What follows belongs to an exercise in optimizing a design on an open flow for small area and a short achievable clock period; a production flow would make more cautious choices. In this exercise RTL edits were held to simulation tests only and were not proved equivalent to the original.

==> branch amber <==
==> flow/design.v (excerpt) <==
module runnnn_video (input  logic        clk,
                     input  logic        reset,
                     input  logic [31:0] p1x, p1y, p2x, p2y,
                     input  logic [7:0]  p1ab, p2ab, scene,
                     input  logic [31:0] f1, f2, tick,
                     output logic [7:0]  VGA_R, VGA_G, VGA_B,
                     output logic        VGA_HS, VGA_VS, VGA_BLANK_N, VGA_SYNC_N
                    );
    assign VGA_SYNC_N = 1'b0;
    localparam logic [4:0] CID_BLACK = 5'd16;
    localparam logic [4:0] CID_WHITE = 5'd21;
    localparam logic [4:0] CID_YELLOW = 5'd6;
    localparam logic [4:0] CID_GREEN = 5'd5;
    localparam logic [1:0] PRE_T = 2'd2, PRE_P2 = 2'd1, PRE_P1 = 2'd0;
    localparam logic [2:0] P1_CODE0 = 3'd0;
    localparam logic [2:0] P2_CODE0 = 3'd0;
    logic [9:0] h, v;            
    logic [4:0] xm, xq, ym, yq;  
    logic hwrap, vwrap;
    logic [9:0] hi, vi, hn, vn;
    logic [4:0] xmi, xqi, ymi, yqi;
    assign hwrap = (h == 10'd799);
    assign vwrap = (v == 10'd524);
    assign hi = hwrap ? 10'd0 : h + 10'd1;
    assign vi = hwrap ? (vwrap ? 10'd0 : v + 10'd1) : v;
    assign hn = reset ? 10'd0 : hi;
    assign vn = reset ? 10'd0 : vi;
    always_comb begin
        if (hwrap) begin
            xmi = 5'd0; xqi = 5'd0;
  ...
==> flow/config.mk <==
export PLATFORM = sky130hd
export DESIGN_NAME = runnnn_video
export DESIGN_NICKNAME = runnnn_video
export VERILOG_FILES = /design/flow/design.v
export SDC_FILE = /design/flow/constraint.sdc
export NUM_CORES = 4
export LEC_CHECK = 0
export CAP_MARGIN = 0
export CORE_MARGIN = 2
export CORE_UTILIZATION = 40
export GPL_TIMING_DRIVEN = 0
export SLEW_MARGIN = 0
export SYNTH_MEMORY_MAX_BITS = 65536
==> flow/constraint.sdc <==
create_clock -name core_clock -period 250.0 [get_ports {clk}]
set_input_delay 50.0000 -clock core_clock [delete_from_list [all_inputs] [get_ports {clk}]]
set_output_delay 50.0000 -clock core_clock [all_outputs]
set_load 0.01 [all_outputs]
standard.sh (not shown) runs the stock make flow with config.mk's settings and CLKGATE_MAP_FILE= SYNTH_SCRIPT=/design/flow/synth_recipe.tcl, a recipe that flattens the netlist after the stock synthesis.
==> flow/flow/run.sh <==
#!/bin/bash
# Own layout flow: the standard ORFS flow, with the synthesis step's ABC
# mapping script replaced by an area-oriented one (and no full-adder
# extraction), and port buffers made with buf_1. All other steps are the
# standard ones. Each step's output is logged in this folder.
set -euo pipefail
W=$(pwd)
rm -rf "$W/myscripts"
cp -r "$FLOW_HOME/scripts" "$W/myscripts"
cp "$W/flow/abc_area.script" "$W/myscripts/abc_speed.script"
bash standard.sh SCRIPTS_DIR="$W/myscripts" ADDER_MAP_FILE= synth > "$W/flow_synth.log" 2>&1
bash standard.sh "BUFFER_PORTS_ARGS=-buffer_cell sky130_fd_sc_hd__buf_1" finish > "$W/flow_layout.log" 2>&1
==> flow/flow/abc_area.script <==
strash
&get -n
&dch -f
&put
amap
strash
&get -n
&dch -f
&put
amap
topo
stime -c
==> branch tundra (differences from branch amber) <==
==> flow/flow/abc_area.script (replaced) <==
strash
dch -f
amap
topo
stime -c
- CAP_MARGIN: 0 -> 20
- CORE_UTILIZATION: 40 -> 50
- SLEW_MARGIN: 0 -> 20
==> branch indigo (differences from branch amber) <==
- CAP_MARGIN: 0 -> 20
- SLEW_MARGIN: 0 -> 20
==> qor summary <==
| metric | branch indigo | branch tundra | branch amber |
|---|---|---|---|
| Result of the run | timing/DRC/antenna clean | timing/DRC/antenna clean | complete, but fails checks |
| Layout check failures | - | - | capacitance limit, slew limit |
| Chip Height | 217 um | 196 um | 217 um |
| Net count of the finished layout | 3993 | 3987 | 3993 |
| Mean Syn Cell Area | 5.16 um^2 | 5.23 um^2 | 5.16 um^2 |
| Worst clock skew | 0.0107 ns | 0.0143 ns | 0.00667 ns |
| Relative max-transition margin | 11.6% | 15.8% | -1.15% |
| Routing usage on met3 | 17.1% | 27.0% | 15.5% |
| Worst slack at placement | 189.26 ns | 190.20 ns | 189.25 ns |
| Non-Clock Buffer Count | 219 | 216 | 219 |
| Area occupied by registers | 0.00118 mm^2 | 0.00118 mm^2 | 0.00118 mm^2 |
| Cell count along the critical path | 34 | 33 | 35 |
| Met2 track demand over resource in global routing | 65.2% | 74.7% | 65.2% |
| Yosys cell types | 59 | 62 | 59 |
| Register fraction of the total cell area | 5.78% | 5.79% | 5.82% |
| Highest cell delay on the worst timing path | 0.88 ns | 1.01 ns | 0.98 ns |
| Die boundary width | 217 um | 196 um | 217 um |

* * *

==> inputs of try-yarrow <==
runnnn_video, a different RTL version from the one above (not shown whole).
export LEC_CHECK = 0
export CAP_MARGIN = 20
export CORE_MARGIN = 2
export CORE_UTILIZATION = 40
export SLEW_MARGIN = 20
export SYNTH_MEMORY_MAX_BITS = 65536
create_clock -name core_clock -period 250.0 [get_ports {clk}]
==> flow/flow/abc_area.script <==
strash
dch -f
amap
topo
stime -c
Scripts as last shown in full above: flow/flow/run.sh
==> inputs of try-xenon, as changes to try-yarrow <==
==> flow/run.sh (new file) <==
#!/bin/bash
# synth_recipe.tcl (not shown) runs the flow's synth.tcl, then flattens the netlist and writes it again
# the make line also repeats each setting of config.mk as NAME=value (left out here)
make -C /OpenROAD-flow-scripts/flow DESIGN_CONFIG=/design/flow/config.mk WORK_HOME=/design/flow/orfs CLKGATE_MAP_FILE= SYNTH_SCRIPT=/design/flow/synth_recipe.tcl finish
removed: flow/flow/run.sh
removed: flow/flow/abc_area.script
removed: flow/standard.sh
==> comparison table <==
metric                                                                         try-yarrow                 try-xenon
Worst Clk Skew                                                                    6.81 ps                   19.7 ps
Relative slew margins                                                               12.9%                     13.8%
Number of non-clock buffers                                                           312                       348
Layout net count                                                                     4895                      5377
Outcome                                                                    finished clean            finished clean
Post-layout instance area                                                      0.0254 mm²                0.0339 mm²
Average footprint of a synthesized cell                                          5.16 µm²                  6.18 µm²
Final HPWL from detailed placement                                               98500 µm                 108000 µm
Crit-path max cell delay                                                           650 ps                    840 ps
WL met2                                                                          54200 µm                  67300 µm
Number of DRC markers after the initial detailed-route iteration                     7287                      8166
M1 wire length                                                                   48400 µm                  59100 µm
Post-synthesis instance area                                                   0.0223 mm²                0.0310 mm²
Vert. Die Dim                                                                      240 µm                    282 µm
Slowest cell on the critical path                                 sky130_fd_sc_hd__nor2_1  sky130_fd_sc_hd__a31oi_4
Area fraction in and, or, nand and nor cells after synthesis                        41.9%                     25.9%
Row count                                                                              86                       102
Top cell by count, worst path                                     sky130_fd_sc_hd__nor2_1    sky130_fd_sc_hd__inv_1
Comb_multi_in                                                                        3768                      4211
Cell area reported after detailed placement                                    0.0250 mm²                0.0336 mm²
Sequential-to-total area share from yosys stat                                      5.92%                     4.26%
Worst slew pin tran                                                               1300 ps                   1260 ps
Pin count of the biggest net entering global routing                                   44                        69

what the ideal ports hide:
The results above use ideal ports. As a check the final layouts listed here were re-extracted and re-timed, cells and wires unchanged. Step 1 (the two cells are an assumption about what drives the block):
set clk [get_ports {clk}]
set_driving_cell -lib_cell sky130_fd_sc_hd__clkbuf_16 $clk
set_driving_cell -lib_cell sky130_fd_sc_hd__buf_2 [delete_from_list [all_inputs] $clk]
Step 2, shift: input delay + t, output delay - t, t = (earliest + latest rising clock arrival at the registers) / 2. This alone moves slack from input paths to output paths. a / b / c = ideal / step 1 / step 2; a / b = the first two.
run | t, ns | slack for setup (ns) | worst setup path at the end | worst register clock-pin slew, ns | worst slew at a driven data input, ns
branch amber | 0.398 | 188.831 / 188.858 / 188.461 | input to register | 0.06 / 0.06 | 0.14
branch tundra | 0.402 | 189.809 / 189.830 / 189.427 | input to register | 0.07 / 0.07 | 0.10
branch indigo | 0.385 | 189.321 / 189.345 / 188.961 | input to register | 0.06 / 0.06 | 0.13
try-yarrow | 0.372 | 185.686 / 185.704 / 185.331 | input to register | 0.06 / 0.06 | 0.14
try-xenon | 0.396 | 186.098 / 186.112 / 185.717 | input to register | 0.06 / 0.06 | 0.11
The setup slack of branch tundra, which loses most, moves by +0.021 ns with the drivers and by -0.382 ns with both steps.
